From an optimization exercise on the open Yosys and OpenROAD flow, aimed at small area; shortcuts taken in it are not production practice.
Only simulation tests tie the RTL to the original design; equivalence was not proved.
The flow treats the clock pin as an ideal source, which a real chip does not have.
No activity file was given, so power comes from the tool's default toggle rates.

### design/flow/config.mk
export PLATFORM = sky130hd
export DESIGN_NAME = OnBoard
export DESIGN_NICKNAME = OnBoard
export VERILOG_FILES = /design/flow/design.v
export SDC_FILE = /design/flow/constraint.sdc
export NUM_CORES = 4
export LEC_CHECK = 0
export ABC_AREA = 1
export CAP_MARGIN = 20
export CORE_MARGIN = 2
export CORE_UTILIZATION = 40
export SLEW_MARGIN = 20
### design/flow/flow/post_cts.tcl
set block [ord::get_db_block]
set n 0
foreach inst [$block getInsts] {
  if {[[$inst getMaster] getName] ne "sky130_fd_sc_hd__clkbuf_4"} { continue }
  set net [[$inst findITerm X] getNet]
  if {$net == "NULL"} { continue }
  set fo 0
  foreach it [$net getITerms] { if {[$it isInputSignal]} { incr fo } }
  if {$fo >= 11} {
    replace_cell [$inst getName] sky130_fd_sc_hd__clkbuf_8
    incr n
  }
}
puts "post_cts: upsized $n clock buffers"
if {$n > 0} {
  detailed_placement
  check_placement -verbose
}
### design/flow/flow/run.sh
#!/bin/bash
# Own layout flow: the standard ORFS flow (standard.sh) with these changes:
# - synthesis: flow/synth.tcl (synth_recipe.tcl with a stronger area script for abc and no adder extraction),
# - one buf_1 per input/output port instead of the default port buffer,
# - combinational cells downsized to their smallest drive after floorplan (timing is loose),
# - CTS with small clock buffers and no dummy loads; buffers driving 11+ sinks are upsized.
# Each step's full output goes to a log file in this folder; ORFS's own logs are under orfs/logs.
set -euo pipefail
HERE=$(pwd)
export FLOW_SYNTH_TCL="$HERE/synth_recipe.tcl"
export OWN_ABC_SCRIPT="$HERE/flow/abc_own.script"
export BUFFER_PORTS_ARGS="-buffer_cell sky130_fd_sc_hd__buf_1"
export POST_FLOORPLAN_TCL="$HERE/flow/downsize.tcl"
export POST_CTS_TCL="$HERE/flow/post_cts.tcl"
export CTS_ARGS="-sink_clustering_enable -repair_clock_nets -buf_list sky130_fd_sc_hd__clkbuf_4 -dont_use_dummy_load"
sed "s#SYNTH_SCRIPT=[^ ]*#SYNTH_SCRIPT=$HERE/flow/synth.tcl#" standard.sh > "$HERE/own.sh"
grep -q "SYNTH_SCRIPT=$HERE/flow/synth.tcl" "$HERE/own.sh"
bash "$HERE/own.sh" synth > "$HERE/log_synth.txt" 2>&1
bash "$HERE/own.sh" finish > "$HERE/log_layout.txt" 2>&1
### design/flow/standard.sh
#!/bin/bash
# synth_recipe.tcl (not shown) runs the flow's synth.tcl, then flattens the netlist and writes it again
# the make line also repeats each setting of config.mk as NAME=value (left out here)
make -C /OpenROAD-flow-scripts/flow DESIGN_CONFIG=/design/flow/config.mk WORK_HOME=/design/flow/orfs CLKGATE_MAP_FILE= SYNTH_SCRIPT=/design/flow/synth_recipe.tcl "${@:-finish}"
### design/flow/flow/abc_own.script
strash
&get -n
&deepsyn -T 20
&put
dch -f
&get -n
&nf -R 1000
&put
### design/flow/flow/synth.tcl
# The standard synthesis (synth_recipe.tcl, sourced unchanged), with two differences:
# the combinational mapping step (abc) runs flow/abc_own.script instead of ORFS's script.
# Yosys's half/full-adder extraction is skipped (abc maps that logic instead).
# Flip-flops are mapped before abc, so the registers are the standard synthesis's.
proc abc {args} {
  set i [lsearch -exact $args -script]
  if {$i >= 0} { lset args [expr {$i + 1}] $::env(OWN_ABC_SCRIPT) }
  yosys abc {*}$args
}
proc extract_fa {args} {}
source $::env(FLOW_SYNTH_TCL)
### design/flow/constraint.sdc
create_clock -name core_clock -period 25.0 [get_ports {CLOCK_50}]
set_input_delay 5.0000 -clock core_clock [delete_from_list [all_inputs] [get_ports {CLOCK_50}]]
set_output_delay 5.0000 -clock core_clock [all_outputs]
set_load 0.01 [all_outputs]
### design/flow/flow/downsize.tcl
# Swap every combinational cell to the smallest-area drive strength of the same function.
set db [ord::get_db]
set block [ord::get_db_block]
set n 0
foreach inst [$block getInsts] {
  set mname [[$inst getMaster] getName]
  if {![regexp {^(sky130_fd_sc_hd__[a-z0-9]+)_([0-9]+)$} $mname -> base drive]} { continue }
  if {[regexp {df|dl|tap|fill|decap|conb|clk} $base]} { continue }
  set best ""
  set barea 1e9
  foreach d {0 1 2 3 4 6 8 12 16} {
    set m [$db findMaster ${base}_$d]
    if {$m == "NULL"} { continue }
    if {[lsearch -exact $::env(DONT_USE_CELLS) ${base}_$d] >= 0} { continue }
    set a [expr {[$m getWidth] * [$m getHeight]}]
    if {$a < $barea} { set barea $a; set best ${base}_$d }
  }
  if {$best ne "" && $best ne $mname} {
    replace_cell [$inst getName] $best
    incr n
  }
}
puts "downsize: replaced $n cells"
### design/flow/design.v
module OnBoard(LEDR, HEX3, HEX2, HEX1, HEX0, SW, KEY, CLOCK_50);
	input [7:0] SW;
	input [2:0] KEY;
	input CLOCK_50;
	output [9:0] LEDR;
	output [6:0] HEX3, HEX2, HEX1, HEX0;
	localparam [3:0] RST=4'd3, SS=4'd7, SM=4'd5, SMIN=4'd6, MR0=4'd9, MR1=4'd11,
		RDY=4'd12, RT=4'd4, TMR=4'd14, TR=4'd15, FL=4'd13;
	localparam [6:0] INV = 7'b0101010, RV = 7'b0000011;
	wire k = KEY[0];
	reg [6:0] q;
	wire [6:0] s = q ^ INV;
	wire fb = ((s[0] & ~s[4]) ^ s[1]) ^ s[6];
	always @(posedge CLOCK_50)
		q <= INV ^ (k ? {s[5:0], fb} : RV);
	wire tick = ~s[0] & s[1] & s[2] & ~s[3] & ~s[6];
	wire tickL = ~s[0] & s[1] & ~s[3] & ~s[5] & ~s[6];
	reg [3:0] st;
	reg [3:0] d0, d2, d3;
	reg [2:0] d1;
	reg [3:0] o0, o2;
	reg [2:0] o1, o3;
	reg led;
	wire z0 = ~(d0[0] | d0[1] | d0[2] | d0[3]);
	wire b1 = z0 & ~(d1[0] | d1[1] | d1[2]);
	wire b2 = b1 & ~(d2[0] | d2[1] | d2[2] | d2[3]);
	wire zero = b2 & ~(d3[0] | d3[1] | d3[2] | d3[3]);
	always @(posedge CLOCK_50) begin
		case (st)
			SS: if (~KEY[1]) st <= SM;
			SM: if (KEY[1]) st <= SMIN;
			SMIN: if (~KEY[1]) st <= MR0;
			MR0: st <= KEY[1] ? RDY : MR1;
			MR1: if (KEY[1]) st <= RDY;
			RDY: if (~KEY[2]) st <= RT;
			RT: if (KEY[2]) st <= TMR;
			TMR: if (~KEY[2]) st <= TR; else if (zero) st <= FL;
			TR: if (KEY[2]) st <= RDY;
			FL: ;
			default: st <= SS;
		endcase
		if (!KEY[0]) st <= RST;
	end
	wire sRST = (st == RST);
	wire sSEC = (st == SS) | (st == SM);
	wire sMIN = (st == SMIN);
	wire sMR0 = (st == MR0);
	wire sMR1 = (st == MR1);
	wire sTMR = (st == TMR);
	wire sFL = (st == FL);
	wire sset = sSEC | sMIN;
	wire gt5 = SW[7] | (SW[6] & SW[5]);
	wire gt9 = SW[3] & (SW[2] | SW[1]);
	wire [2:0] cts = {3{sset}} & {SW[6] | gt5, SW[5] & ~gt5, SW[4] | gt5};
	wire [3:0] cos = {4{sset}} & {SW[3], SW[2] & ~SW[3], SW[1] & ~SW[3], SW[0] | gt9};
	wire oen = (tick & ~sMR1) | sMR0;
	always @(posedge CLOCK_50)
		if (oen) begin
			o3 <= d3[2:0]; o2 <= d2; o1 <= d1; o0 <= d0;
		end
	wire ldo = (sMR0 & ~tick) | (sMR1 & tick);
	wire tdec = sTMR & tick;
	wire ldc0 = sRST | sSEC;
	wire ldc2 = sRST | sMIN;
	wire ln0 = tdec;
	wire ln1 = tdec & z0;
	wire ln2 = tdec & b1;
	wire ln3 = tdec & b2;
	wire h0 = ~(ldo | ln0 | ldc0);
	wire h1 = ~(ldo | ln1 | ldc0);
	wire h2 = ~(ldo | ln2 | ldc2);
	wire h3 = ~(ldo | ln3 | ldc2);
	wire [3:0] n0 = {d0[0] ? d0[3] : ~(d0[1] | d0[2] | d0[3]),
	                 d0[0] ? d0[2] : ((d0[2] & d0[1]) | d0[3]),
	                 d0[0] ? d0[1] : (~d0[1] & (d0[2] | d0[3])),
	                 ~d0[0]};
	wire [2:0] n1 = {d1[0] ? d1[2] : ~(d1[1] | d1[2]),
	                 d1[0] ? d1[1] : d1[2],
	                 ~d1[0]};
	wire [3:0] n2 = {d2[0] ? d2[3] : ~(d2[1] | d2[2] | d2[3]),
	                 d2[0] ? d2[2] : ((d2[2] & d2[1]) | d2[3]),
	                 d2[0] ? d2[1] : (~d2[1] & (d2[2] | d2[3])),
	                 ~d2[0]};
	wire [3:0] n3 = {d3[3] ^ ~(d3[2] | d3[1] | d3[0]),
	                 d3[2] ^ ~(d3[1] | d3[0]),
	                 d3[1] ^ ~d3[0],
	                 ~d3[0]};
	always @(posedge CLOCK_50) begin
		d0 <= ({4{h0}} & d0) | ({4{ldo}} & o0) | ({4{ln0}} & n0) | ({4{ldc0}} & cos);
		d1 <= ({3{h1}} & d1) | ({3{ldo}} & o1) | ({3{ln1}} & n1) | ({3{ldc0}} & cts);
		d2 <= ({4{h2}} & d2) | ({4{ldo}} & o2) | ({4{ln2}} & n2) | ({4{ldc2}} & cos);
		d3 <= ({4{h3}} & d3) | ({4{ldo}} & {1'b0, o3}) | ({4{ln3}} & n3) | ({4{ldc2}} & {1'b0, cts});
	end
	always @(posedge CLOCK_50)
		led <= (tickL & sFL & ~led) | (~tickL & led);
	assign LEDR = {10{led}};
	assign HEX3 = seg16(d3);
	assign HEX2 = seg10(d2);
	assign HEX1 = seg6(d1);
	assign HEX0 = seg10(d0);
	function [6:0] seg16(input [3:0] n);
		seg16 =
			n == 4'd0 ? 7'b1000000 :
			n == 4'd1 ? 7'b1111001 :
			n == 4'd2 ? 7'b0100100 :
			n == 4'd3 ? 7'b0110000 :
			n == 4'd4 ? 7'b0011001 :
			n == 4'd5 ? 7'b0010010 :
			n == 4'd6 ? 7'b0000010 :
			n == 4'd7 ? 7'b1111000 :
			n == 4'd8 ? 7'b0000000 :
			n == 4'd9 ? 7'b0010000 :
			n == 4'd10 ? 7'b0010000 :
			n == 4'd11 ? 7'b0010000 :
			n == 4'd12 ? 7'b0010000 :
			n == 4'd13 ? 7'b0010000 :
			n == 4'd14 ? 7'b0010000 :
			7'b0010000;
	endfunction
	function [6:0] seg10(input [3:0] n);
		seg10 =
			n == 4'd0 ? 7'b1000000 :
			n == 4'd1 ? 7'b1111001 :
			n == 4'd2 ? 7'b0100100 :
			n == 4'd3 ? 7'b0110000 :
			n == 4'd4 ? 7'b0011001 :
			n == 4'd5 ? 7'b0010010 :
			n == 4'd6 ? 7'b0000010 :
			n == 4'd7 ? 7'b1111000 :
			n == 4'd8 ? 7'b0000000 :
			n == 4'd9 ? 7'b0010000 :
			n == 4'd10 ? 7'b0010000 :
			n == 4'd11 ? 7'b0010000 :
			n == 4'd12 ? 7'b0010000 :
			n == 4'd13 ? 7'b0010000 :
			n == 4'd14 ? 7'b0010000 :
			7'b0010000;
	endfunction
	function [6:0] seg6(input [2:0] n);
		seg6 =
			n == 3'd0 ? 7'b1000000 :
			n == 3'd1 ? 7'b1111001 :
			n == 3'd2 ? 7'b0100100 :
			n == 3'd3 ? 7'b0110000 :
			n == 3'd4 ? 7'b0011001 :
			n == 3'd5 ? 7'b0010010 :
			n == 3'd6 ? 7'b0010000 :
			7'b0010000;
	endfunction
endmodule
==> results of run 1 <==
[sequential cells by signal (all words and copies together) (netlist names)]
register,flops
d1,3
q,7
o2,4
st,4
o3,3
o1,3
d3,4
d0,4
d2,4
o0,4
led,1
[path summary, 6_finish.rpt]
kind                             from      end  slack (ns)
worst min register to register   q[2]     q[3]        0.39
worst max register to register   q[1]    d3[3]       21.52
worst max-delay path            d2[3]  HEX2[5]       18.23
worst min-delay path             q[2]     q[3]        0.39
[report_power, final]
group	total (mW)	internal (mW)	switching, mW
clock network	0.0325	0.0128	0.0196
logic	0.0449	0.0173	0.0277
registers	0.0866	0.0767	0.00992
[critical path, stage by stage, from the launching register on]
cell and delay [ns]:
dfxtp_1 0.50, nor2_1 0.11, nor2b_1 0.20, nand3_1 0.12
o31ai_1 0.11, nor3b_1 0.10, nor3_1 0.14, buf_1 0.17
[cell families after synthesis]
kind of cell	Yosys count	synth area share [%]
AND/OR/NAND/NOR	125	31.0
AO/OA/AOI/OAI	42	14.2
XOR/XNOR	3	1.31
multiplexers	1	0.497
flip-flops	41	47.7
buffers and inverters	17	5.22
[synthesized netlist by cell type (all sizes together) (2+ instances only)]
master / instances / share of area [%]
and3: 4 / 1.2
nand4: 4 / 1.2
a21oi: 6 / 1.5
xnor2: 2 / 0.87
nand3: 18 / 4.5
dfxtp: 27 / 27
o311ai: 3 / 1.3
a221oi: 3 / 1.3
nor4: 2 / 0.62
buf: 11 / 4.1
a22oi: 3 / 1.1
nand2: 31 / 5.8
or3: 4 / 1.2
o21ai: 10 / 2.5
clkinv: 6 / 1.1
edfxtp: 14 / 21
or2: 5 / 1.6
o31ai: 2 / 0.75
a31oi: 3 / 0.93
nor2: 25 / 4.7
a21boi: 2 / 0.75
nor2b: 14 / 4.4
a211o: 2 / 0.87
nand2b: 4 / 1.2
nor3b: 4 / 1.5
nor3: 6 / 1.5
[area by class of cell]
cell class	instances	share of cell area, %
clock buffer	5	2.21
inverter	6	0.995
multi-input combinational	171	41.8
sequential	41	42.5
tap	67	3.70
timing repair buffer	51	8.79
[stage by stage]
| stage | std cells | total power, mW | worst slack, ns | area, sq um | hold slack [ns] |
|---|---|---|---|---|---|
| 2_1_floorplan | 229 | 0.117 | 18.52 | 2010 | 0.358 |
| 3_3_place_gp | 336 | 0.133 | 18.62 | 2210 | 0.367 |
| 3_5_place_dp | 336 | 0.133 | 18.58 | 2210 | 0.371 |
| 5_1_grt | 341 | 0.175 | 18.05 | 2260 | 0.416 |
| 6_report | 341 | 0.164 | 18.23 | 2260 | 0.387 |
[metal layers]
layer	GRT usage, %	vias to the layer above	wire (um)
met4	4.76	0	53
met2	25.4	51	2010
met5	0	-	0
met3	4.82	6	237
li1	-	921	-
met1	23.6	802	2180
==> flow_metrics.tcl, run 1 <==
set metrics [dict create \
    gp_congestion 0.768 \
    wirelength_um 4470 \
    wl_per_cell_um 13.1 \
    dieArea_sq_um 5620 \
    clock_latency_ns 0.34 \
    tightest_slew_ns 0.951 \
    period_minus_slack_ns 6.77 \
    critPathMaxFanout 9 \
    vias_per_cell 5.22 \
    hold_viol 0 \
    regArea_sq_um 961 \
    async_flop_share_pct 0 \
    clock.fmax_mhz 148 \
    cts_num_sinks 41 \
    clk_pin_slew_ns 0.08 \
    portBuffers 49 \
    finClkSkew_ns 0.0212 \
    synthesis.nets 241 \
    fp.coreArea_sq_um 4790 \
    fin_crit_sh_pct 27.1 \
    grt_start_max_net_pins 16 \
    drive_above_1_share_pct 2.55 \
    ant_nets 0 \
    nets 288 \
    cellPowerDensity_nw_per_um2 72.5 \
    setup_tns_ns 0 \
    power.leakage_nw 0.797 \
    critPathArrivalTime_ns 1.77 \
    ir_worst_vdd_v 0.0000388 \
    first_pass_iters 4 \
    place_hpwl_um 3270 \
    fp.dieH_um 74.9 \
    yosysSeqAreaShare_pct 47.7 \
    r2r_cells 13 \
    synth_edf_count 14 \
    yosysUniqueCellTypes 40 \
    path_class "flip-flop to output pin" \
    cts_tree "yes" \
    setup_violations 0 \
    final_common_cell "buf_1" \
    die_x_um 74.9 \
    critPathLaunchType "flip-flop" \
    drt_iter0_drc 70 \
    hold_class "flip-flop to flip-flop" \
    drcViolationCount 0 \
    final_util_pct 47.3 \
    antenna_found_initial 0 \
    syn2layout_area_growth_pct 12.4 \
    grt_pass1_vias 1520 \
    maxCapViolCount 0 \
    fillers 474 \
    multi_input_area_sq_um 947 \
    grt_setup_unrepaired "no" \
    min_path_cells 1 \
    ys_ff_latch 41 \
    ys.flop_type "dfxtp_1" \
    grt_pass1_wl_um 7090 \
    start_util_pct 42.1 \
    diodes 0 \
    overflow 0 \
    postSynthCellCount 229 \
    rows 25 \
    grt_use_total_pct 16.8 \
    end_kind "output pin" \
    avgSynthCellArea_sq_um 8.79 \
    maxSlewHeadroom_pct 36.3 \
    mappedNetlistArea_sq_um 2010 \
    outcome "no timing/DRC/antenna violations" \
    layout_common_cells "buf_1, nand2_1, dfxtp_1" \
    finalMaxSlewViolations 0 \
    vias 1780 \
    cp.required_ns 20.00 \
    ys_warn_count 1 \
    io_pins 50 \
]
==> inputs of run 2 (changes only) <==
--- a/design/flow/config.mk
+++ b/design/flow/config.mk
@@ -6,7 +6,8 @@
 export NUM_CORES = 4
 export LEC_CHECK = 0
 export ABC_AREA = 1
-export CAP_MARGIN = 20
+export CAP_MARGIN = 5
 export CORE_MARGIN = 2
 export CORE_UTILIZATION = 40
-export SLEW_MARGIN = 20
+export GPL_TIMING_DRIVEN = 0
+export SLEW_MARGIN = 5
==> flow_metrics.tcl, run 2 <==
set metrics [dict create \
    outcome "no timing/DRC/antenna violations" \
    cp_cell_sequence "nor2_1 > nor2b_1 > nand3_1 > o31ai_1 > nor3b_1 > nor3_1 > buf_1" \
    async_flop_share_pct 0 \
    grt_use_total_pct 17.6 \
    setup_violations 0 \
    period_minus_slack_ns 6.85 \
    wl_per_cell_um 12.9 \
    synthesis.nets 241 \
    muxShareOfSynthArea_pct 0.497 \
    synth_xor_area_share_pct 1.31 \
    path_class "flip-flop to output pin" \
    yosys.cell_count.top_type "nand2_1" \
    ys_warn_count 1 \
    postSynthCellCount 229 \
    setup_ws_ns 18.15 \
    r2r_cells 13 \
    grt_setup_unrepaired "no" \
    crit_path_max_incr_delay_ns 0.52 \
    cts_tree "yes" \
    yosysUniqueCellTypes 40 \
    critPathArrivalTime_ns 1.85 \
    synth_edf_count 14 \
    synthSimpleGateAreaFrac_pct 31.0 \
    syn2layout_area_growth_pct 14.3 \
    dp_slack_ns 18.52 \
    synth_commonest_cells "nand2_1, dfxtp_1, nor2_1" \
    layout_common_cells "buf_1, nand2_1, dfxtp_1" \
    intPower_mw 0.107 \
    final_common_cell "buf_1" \
    synth_top_cell_area_share_pct 26.8 \
    vias 1838 \
    hold_viol 0 \
    netSwitchingPower_mw 0.0574 \
    p_seq_share_pct 52.6 \
    ys.flop_type "dfxtp_1" \
    antenna_found_initial 0 \
    io_pins 50 \
    gp_congestion 0.774 \
    clock_latency_ns 0.35 \
    worst_path_max_delay_cell "dfxtp_1" \
    dieArea_sq_um 5620 \
    cp.required_ns 20.00 \
    maxSlewHeadroom_pct 20.1 \
    tightest_slew_ns 1.20 \
    ant_nets 0 \
    ir_worst_vdd_v 0.0000324 \
    ys_ff_latch 41 \
    rows 25 \
    overflow 0 \
    start_util_pct 42.1 \
    swShare_pct 34.9 \
    grt_pass1_vias 1552 \
    portBuffers 49 \
    setup_tns_ns 0 \
    diodes 0 \
    synth.largest_area_cell "dfxtp_1" \
    largest_reg_flops 7 \
    largest_register "q" \
    fin_crit_sh_pct 27.4 \
    clk_pin_slew_ns 0.09 \
    grt_pass1_wl_um 7410 \
    p_clk_share_pct 19.8 \
    critPathLaunchType "flip-flop" \
    yosysSeqAreaShare_pct 47.7 \
    drt_iter0_drc 132 \
    fp.dieH_um 74.9 \
    cellPowerDensity_nw_per_um2 71.4 \
    netlist_top_cells_area "dfxtp_1, edfxtp_1, nand2_1" \
    mappedNetlistArea_sq_um 2010 \
    avgSynthCellArea_sq_um 8.79 \
    power.leakage_nw 0.806 \
    vias_per_cell 5.24 \
    first_pass_iters 4 \
    cp_top_family "simple AND/OR/NAND/NOR gates" \
    place_hpwl_um 3400 \
    die_x_um 74.9 \
    p_comb_share_pct 27.5 \
    fp.coreArea_sq_um 4790 \
    drive_above_1_share_pct 2.11 \
    grt_start_max_net_pins 16 \
    fillers 494 \
    finalMaxSlewViolations 0 \
    maxCapViolCount 0 \
    critPathMaxFanout 9 \
    worstPathBufferInverterCount 1 \
    placed_area_sq_um 2250 \
    synth_top_family_by_area "simple AND/OR/NAND/NOR gates" \
    end_kind "output pin" \
    final_util_pct 48.1 \
    cts_num_sinks 41 \
    clock.fmax_mhz 146 \
    wirelength_um 4540 \
    cp_num_cells 7 \
    nets 298 \
    final_cell_area_sq_um 2300 \
    drcViolationCount 0 \
    finClkSkew_ns 0.0258 \
    hold_class "flip-flop to flip-flop" \
    min_path_cells 1 \
    synth-compound-area-share_pct 14.2 \
    synthAdderAreaFrac_pct 0 \
]
==> run 2: cell count changes in the layout (fill, tap and decap cells not counted) <==
cell   change
buf_1     +11
buf_4      -2
buf_6      +1
==> run 2: kinds of logic (layout without fill, tap and decap cells) <==
kind of cell | after synthesis | after routing
AO/OA/AOI/OAI | 42 | 42
buffers and inverters | 17 | 72
flip-flops | 41 | 41
AND/OR/NAND/NOR | 125 | 125
XOR/XNOR | 3 | 3
multiplexers | 1 | 1
==> run 2: final timing paths <==
check         from  endpoint  slack, ns
max          d2[3]   HEX2[5]      18.15
min           q[2]      q[3]       0.38
max reg2reg   q[1]     d3[3]      21.51
min reg2reg   q[2]      q[3]       0.38
==> run 2: layout make-up <==
type | count | area [sq um] | share of cell area (%)
well taps | 67 | 83.8 | 3.64
inverters | 6 | 22.5 | 0.979
repair buffers | 50 | 195 | 8.48
plain buffers | 11 | 41.3 | 1.79
multi-input cells | 171 | 947 | 41.2
clock buffers | 5 | 50.0 | 2.18
flip-flops and latches | 41 | 961 | 41.8
==> run 2: worst register-to-register path, cell delays in order, from the launching register on <==
cell and delay, ns:
dfxtp_1 0.34, nor4b_1 0.41, nand2_1 0.19, clkinv_1 0.07, nand4_1 0.21, or3_1 0.46
or2_0 0.30, nand2b_1 0.22, or2_0 0.33, nor2_1 0.16, nand2_1 0.13, nor3_1 0.33
nand2_1 0.11, xor2_1 0.16
==> run 2: per-layer routing <==
layer	up-vias	track usage, %	part of all wire (%)	wire length, um
li1	942	-	-	-
met1	835	24.7	47	2150
met2	54	27.1	46	2070
met3	7	4.02	5.3	242
met4	0	5.36	1.6	72
met5	-	0	0	0
==> run 2: metrics by stage <==
stage               instances  hold WS (ns)  power (mW)
floorplan                 229         0.358       0.117
global placement          345         0.367       0.133
detailed placement        346         0.373       0.133
global route              351         0.405       0.176
finish                    351         0.385       0.164
==> run 2: power groups by stage <==
stage | sequential (mW) | clock [mW] | combinational (mW)
final | 0.0865 | 0.0326 | 0.0453
after global routing | 0.0879 | 0.0357 | 0.0520
after detailed placement | 0.0880 | 0 | 0.0455
after global placement | 0.0879 | 0 | 0.0449
after floorplan | 0.0850 | 0 | 0.0319
==> inputs of run 3 (changes only) <==
--- a/design/flow/design.v
+++ b/design/flow/design.v
@@ -4,8 +4,8 @@
 	input CLOCK_50;
 	output [9:0] LEDR;
 	output [6:0] HEX3, HEX2, HEX1, HEX0;
-	localparam [3:0] RST=4'd3, SS=4'd7, SM=4'd5, SMIN=4'd6, MR0=4'd9, MR1=4'd11,
-		RDY=4'd12, RT=4'd4, TMR=4'd14, TR=4'd15, FL=4'd13;
+	localparam [3:0] RST=4'd3, SS=4'd7, SM=4'd5, SMIN=4'd6, MR0=4'd15, MR1=4'd11,
+		RDY=4'd12, RT=4'd4, TMR=4'd14, TR=4'd9, FL=4'd13;
 	localparam [6:0] INV = 7'b0101010, RV = 7'b0000011;
 	wire k = KEY[0];
 	reg [6:0] q;
--- a/design/flow/config.mk
+++ b/design/flow/config.mk
@@ -6,8 +6,7 @@
 export NUM_CORES = 4
 export LEC_CHECK = 0
 export ABC_AREA = 1
-export CAP_MARGIN = 5
+export CAP_MARGIN = 20
 export CORE_MARGIN = 2
 export CORE_UTILIZATION = 40
-export GPL_TIMING_DRIVEN = 0
-export SLEW_MARGIN = 5
+export SLEW_MARGIN = 20
==> flow_metrics.tcl, run 3 <==
set metrics [dict create \
    outcome "no timing/DRC/antenna violations" \
    overflow 0 \
    setup_tns_ns 0 \
    fp.dieH_um 75.3 \
    place_hpwl_um 3240 \
    worst_path_max_delay_cell "dfxtp_1" \
    power.leakage_nw 0.815 \
    ir_worst_vdd_v 0.0000284 \
    critPathMaxFanout 13 \
    netlist_top_cells_area "dfxtp_1, edfxtp_1, nand2_1" \
    grt_setup_unrepaired "no" \
    nets 282 \
    yosys.cell_count.top_type "nand2_1" \
    end_kind "output pin" \
    ys_warn_count 1 \
    postSynthCellCount 224 \
    cts_tree "yes" \
    finClkSkew_ns 0.0407 \
    async_flop_share_pct 0 \
    crit_path_max_incr_delay_ns 0.42 \
    final_cell_area_sq_um 2280 \
    cp.required_ns 20.00 \
    placed_area_sq_um 2230 \
    critPathArrivalTime_ns 1.90 \
    grt_pass1_wl_um 7480 \
    drive_above_1_share_pct 2.24 \
    portBuffers 49 \
    largest_register "q" \
    dieArea_sq_um 5670 \
    wirelength_um 4470 \
    drt_iter0_drc 155 \
    gp_congestion 0.768 \
    fp.coreArea_sq_um 4820 \
    fin_crit_sh_pct 27.6 \
    ys.flop_type "dfxtp_1" \
    mappedNetlistArea_sq_um 2030 \
    antenna_found_initial 0 \
    maxSlewHeadroom_pct 56.4 \
    cp_cell_sequence "and2_0 > nor4_1 > a21oi_1 > a211oi_1 > buf_1" \
    grt_start_max_net_pins 17 \
    layout_common_cells "buf_1, nand2_1, dfxtp_1" \
    start_util_pct 42.2 \
    die_x_um 75.3 \
    diodes 0 \
    fillers 518 \
    synth.largest_area_cell "dfxtp_1" \
    io_pins 50 \
    largest_reg_flops 7 \
    grt_use_total_pct 17.2 \
    clock.fmax_mhz 145 \
    setup_violations 0 \
    critPathLaunchType "flip-flop" \
    rows 25 \
    grt_pass1_vias 1571 \
    maxCapViolCount 0 \
    ant_nets 0 \
    synthesis.nets 236 \
    clk_pin_slew_ns 0.11 \
    path_class "flip-flop to output pin" \
    avgSynthCellArea_sq_um 9.08 \
    vias_per_cell 5.38 \
    vias 1803 \
    drcViolationCount 0 \
    tightest_slew_ns 0.652 \
    synth_top_cell_area_share_pct 26.6 \
    yosysUniqueCellTypes 44 \
    yosysSeqAreaShare_pct 47.2 \
    syn2layout_area_growth_pct 11.9 \
    finalMaxSlewViolations 0 \
    clock_latency_ns 0.35 \
    hold_class "flip-flop to flip-flop" \
    ys_ff_latch 41 \
    synth_edf_count 14 \
    wl_per_cell_um 13.3 \
    cts_num_sinks 41 \
    final_common_cell "buf_1" \
    first_pass_iters 4 \
    cellPowerDensity_nw_per_um2 64.3 \
    synth_commonest_cells "nand2_1, dfxtp_1, nor2_1" \
    period_minus_slack_ns 6.90 \
    hold_viol 0 \
]
run 3: cells by family after synthesis:
logic type / share of synthesized area [%]
buf+inv: 4.80
mux: 0.492
compound gates: 16.7
simple gates: 29.0
xor+xnor: 1.72
flops: 47.2
run 3: layout make-up:
cell class	instances	area, sq um	share of cell area (%)
repair buffers	50	191	8.41
inverters	4	15.0	0.659
flip-flops and latches	41	961	42.2
multi-input cells	168	976	42.9
clock buffers	5	50.0	2.20
well taps	67	83.8	3.68
run 3: per-stage QoR:
stage / utilization (%) / power, mW / cells / setup slack (ns) / hold WS [ns]
after global routing: 47.3 / 0.157 / 335 / 17.91 / 0.392
after global placement: 46.2 / 0.116 / 330 / 18.55 / 0.373
final: 47.3 / 0.147 / 335 / 18.10 / 0.384
after floorplan: - / 0.104 / 224 / 18.39 / 0.360
after detailed placement: 46.2 / 0.116 / 330 / 18.45 / 0.372
run 3: routing by layer:
metal | vias up | track usage [%] | share of wire (%)
li1 | 919 | - | -
met1 | 826 | 25.6 | 52
met2 | 52 | 24.9 | 42
met3 | 6 | 3.17 | 4.9
met4 | 0 | 6.43 | 1.7
met5 | - | 0 | 0
run 3: power by group:
group | internal, mW | leakage (nW) | switching, mW
clock | 0.0128 | 0.0282 | 0.0190
combinational | 0.0128 | 0.434 | 0.0199
sequential | 0.0746 | 0.353 | 0.00739
run 3: path summary, 6_finish.rpt:
check             slack [ns]      end  depth (start not counted)   from
setup reg to reg       21.74    d2[1]                         11   q[1]
setup / recovery       18.10  HEX2[5]                          5  d2[0]
hold reg to reg         0.38     q[4]                          1   q[3]
hold / removal          0.38     q[4]                          1   q[3]
run 3: critical path: cells and delay by family, from the launching register on:
family	cells	cell delay [ns]
buf+inv	1	0.17
simple gates	2	0.62
flops	1	0.42
compound gates	2	0.38
==> inputs of run 4 (changes only) <==
--- a/design/flow/design.v
+++ b/design/flow/design.v
@@ -4,8 +4,8 @@
 	input CLOCK_50;
 	output [9:0] LEDR;
 	output [6:0] HEX3, HEX2, HEX1, HEX0;
-	localparam [3:0] RST=4'd3, SS=4'd7, SM=4'd5, SMIN=4'd6, MR0=4'd15, MR1=4'd11,
-		RDY=4'd12, RT=4'd4, TMR=4'd14, TR=4'd9, FL=4'd13;
+	localparam [3:0] RST=4'd11, SS=4'd4, SM=4'd5, SMIN=4'd6, MR0=4'd0, MR1=4'd3,
+		RDY=4'd12, RT=4'd7, TMR=4'd14, TR=4'd15, FL=4'd13;
 	localparam [6:0] INV = 7'b0101010, RV = 7'b0000011;
 	wire k = KEY[0];
 	reg [6:0] q;
==> flow_metrics.tcl, run 4 <==
set metrics [dict create \
    outcome "no timing/DRC/antenna violations" \
    whs_ns 0.406 \
    grt_setup_unrepaired "no" \
    grt_start_max_net_pins 15 \
    finClkSkew_ns 0.0239 \
    hold_class "flip-flop to flip-flop" \
    hold_viol 0 \
    final_common_cell "buf_1" \
    fp.coreArea_sq_um 4750 \
    min_to "q[5]" \
    synth_top_cell_area_share_pct 27.3 \
    ys.flop_type "dfxtp_1" \
    mappedNetlistArea_sq_um 1980 \
    ir_worst_vdd_v 0.0000482 \
    worstReg2RegEnd "d3[3]" \
    synth.largest_area_cell "dfxtp_1" \
    overflow 0 \
    yosys.cell_count.top_type "nand2_1" \
    setup_tns_ns 0 \
    r2r_cells 11 \
    period_minus_slack_ns 6.80 \
    cellPowerDensity_nw_per_um2 100 \
    layout_common_cells "buf_1, nand2_1, nor2_1" \
    power.leakage_nw 0.777 \
    setup_ws_ns 18.20 \
    setup_violations 0 \
    cts_num_sinks 41 \
    critPathMaxFanout 10 \
    ys_warn_count 1 \
    cp.required_ns 20.00 \
    grt_pass1_wl_um 7100 \
    syn2layout_area_growth_pct 12.2 \
    io_pins 50 \
    largest_register "q" \
    synth_commonest_cells "nand2_1, nor2_1, dfxtp_1" \
    avgSynthCellArea_sq_um 8.81 \
    min_path_cells 1 \
    maxCapViolCount 0 \
    grt_pass1_vias 1469 \
    largest_reg_flops 7 \
    postSynthCellCount 225 \
    rows 25 \
    netlist_top_cells_area "dfxtp_1, edfxtp_1, nand2_1" \
    ant_nets 0 \
    end_kind "output pin" \
    antenna_found_initial 0 \
    clk_pin_slew_ns 0.10 \
    fillers 496 \
    r2r_slack_ns 21.85 \
    fp.dieH_um 74.4 \
    async_flop_share_pct 0 \
    wl_per_cell_um 12.9 \
    worstHoldStart "q[4]" \
    clock_latency_ns 0.35 \
    drt_iter0_drc 148 \
    path_class "flip-flop to output pin" \
    start_util_pct 41.7 \
    synth_edf_count 14 \
    yosysSeqAreaShare_pct 48.5 \
    cts_tree "yes" \
    dieArea_sq_um 5540 \
    tightest_slew_ns 0.667 \
    nets 283 \
    die_x_um 74.4 \
    critPathLaunchType "flip-flop" \
    place_hpwl_um 3250 \
    total_power_mw 0.223 \
    finalMaxSlewViolations 0 \
    diodes 0 \
    ys_ff_latch 41 \
    r2r_start "q[1]" \
    drive_above_1_share_pct 2.23 \
    clock.fmax_mhz 147 \
    yosysUniqueCellTypes 37 \
    critPathArrivalTime_ns 1.80 \
    grt_use_total_pct 16.8 \
    synthesis.nets 237 \
    vias 1734 \
    first_pass_iters 5 \
    vias_per_cell 5.16 \
    drcViolationCount 0 \
    fin_crit_sh_pct 27.2 \
    maxSlewHeadroom_pct 55.4 \
    gp_congestion 0.819 \
    portBuffers 49 \
    dp_slack_ns 18.56 \
    wirelength_um 4350 \
]
run 4: cells by family (layout without fill, tap and decap cells):
family	Yosys count	after routing	synth area share, %
DFF	41	41	48.5
AOI/OAI and AO/OA	51	51	18.5
and+or+nand+nor	114	114	26.9
xor gates and xnor gates	2	2	0.883
buffers and inverters	17	61	5.30
run 4: area by class of cell:
cell class | count | area (sq um) | area share [%]
flip-flops and latches | 41 | 961 | 43.2
clock buffers | 5 | 50.0 | 2.25
well taps | 67 | 83.8 | 3.77
multi-input cells | 167 | 917 | 41.2
inverters | 6 | 22.5 | 1.01
repair buffers | 50 | 191 | 8.60
run 4: through the flow:
step / util, % / cells / area, sq um
finish: 46.8 / 336 / 2230
detailed placement: 45.8 / 331 / 2180
floorplan: - / 225 / 1980
global route: 46.8 / 336 / 2230
global placement: 45.8 / 331 / 2180
run 4: how the worst max path moves through the flow:
stage                         end  start  depth (start not counted)
final                     HEX0[5]  d0[0]                          5
after global routing      HEX0[5]  d0[0]                          5
after detailed placement  HEX0[5]  d0[0]                          5
after global placement    HEX0[5]  d0[0]                          5
after floorplan           HEX0[5]  d0[0]                          4
run 4: routing by layer:
metal	part of all wire, %	global-route usage (%)	vias to the layer above
met5	0	0	-
met4	0.64	5.36	0
met3	6.6	5.01	3
met2	43	24.7	60
met1	50	23.8	770
li1	-	-	901
run 4: critical path, stage by stage, from the launching register on:
cell and delay, ns:
dfxtp_1 0.49, nor3_1 0.11, nor4b_1 0.34, nor2_1 0.13
a211oi_1 0.24, buf_1 0.17
run 4: report_power, final:
| group | internal [mW] | switching [mW] |
|---|---|---|
| clock | 0.0128 | 0.0198 |
| combinational | 0.0339 | 0.0544 |
| sequential | 0.0832 | 0.0192 |
| total | 0.130 | 0.0934 |

static timing again, ports no longer ideal:
Ports are ideal in the flow. The routed layouts listed here were re-timed in OpenROAD.
Step 1 assumes that a clkbuf_16 drives the clock port and a buf_2 every other input.
Step 2 moves the port delays by t, midway between the first and last clock arrival at a register: inputs arrive t later, outputs are due t later. That takes back most of the time a late clock gives input paths.
Three values: ideal, step 1, step 2; two values: the first two.
run | shift t [ns] | slack for setup (ns) | worst register clock-pin slew, ns
run 1 | 0.354 | 18.233 / 18.209 / 18.564 | 0.09 / 0.09
run 2 | 0.359 | 18.153 / 18.129 / 18.488 | 0.10 / 0.10
run 3 | 0.351 | 18.098 / 18.073 / 18.423 | 0.11 / 0.11
run 4 | 0.354 | 18.199 / 18.178 / 18.532 | 0.10 / 0.10
After both steps every run listed still meets setup and hold.
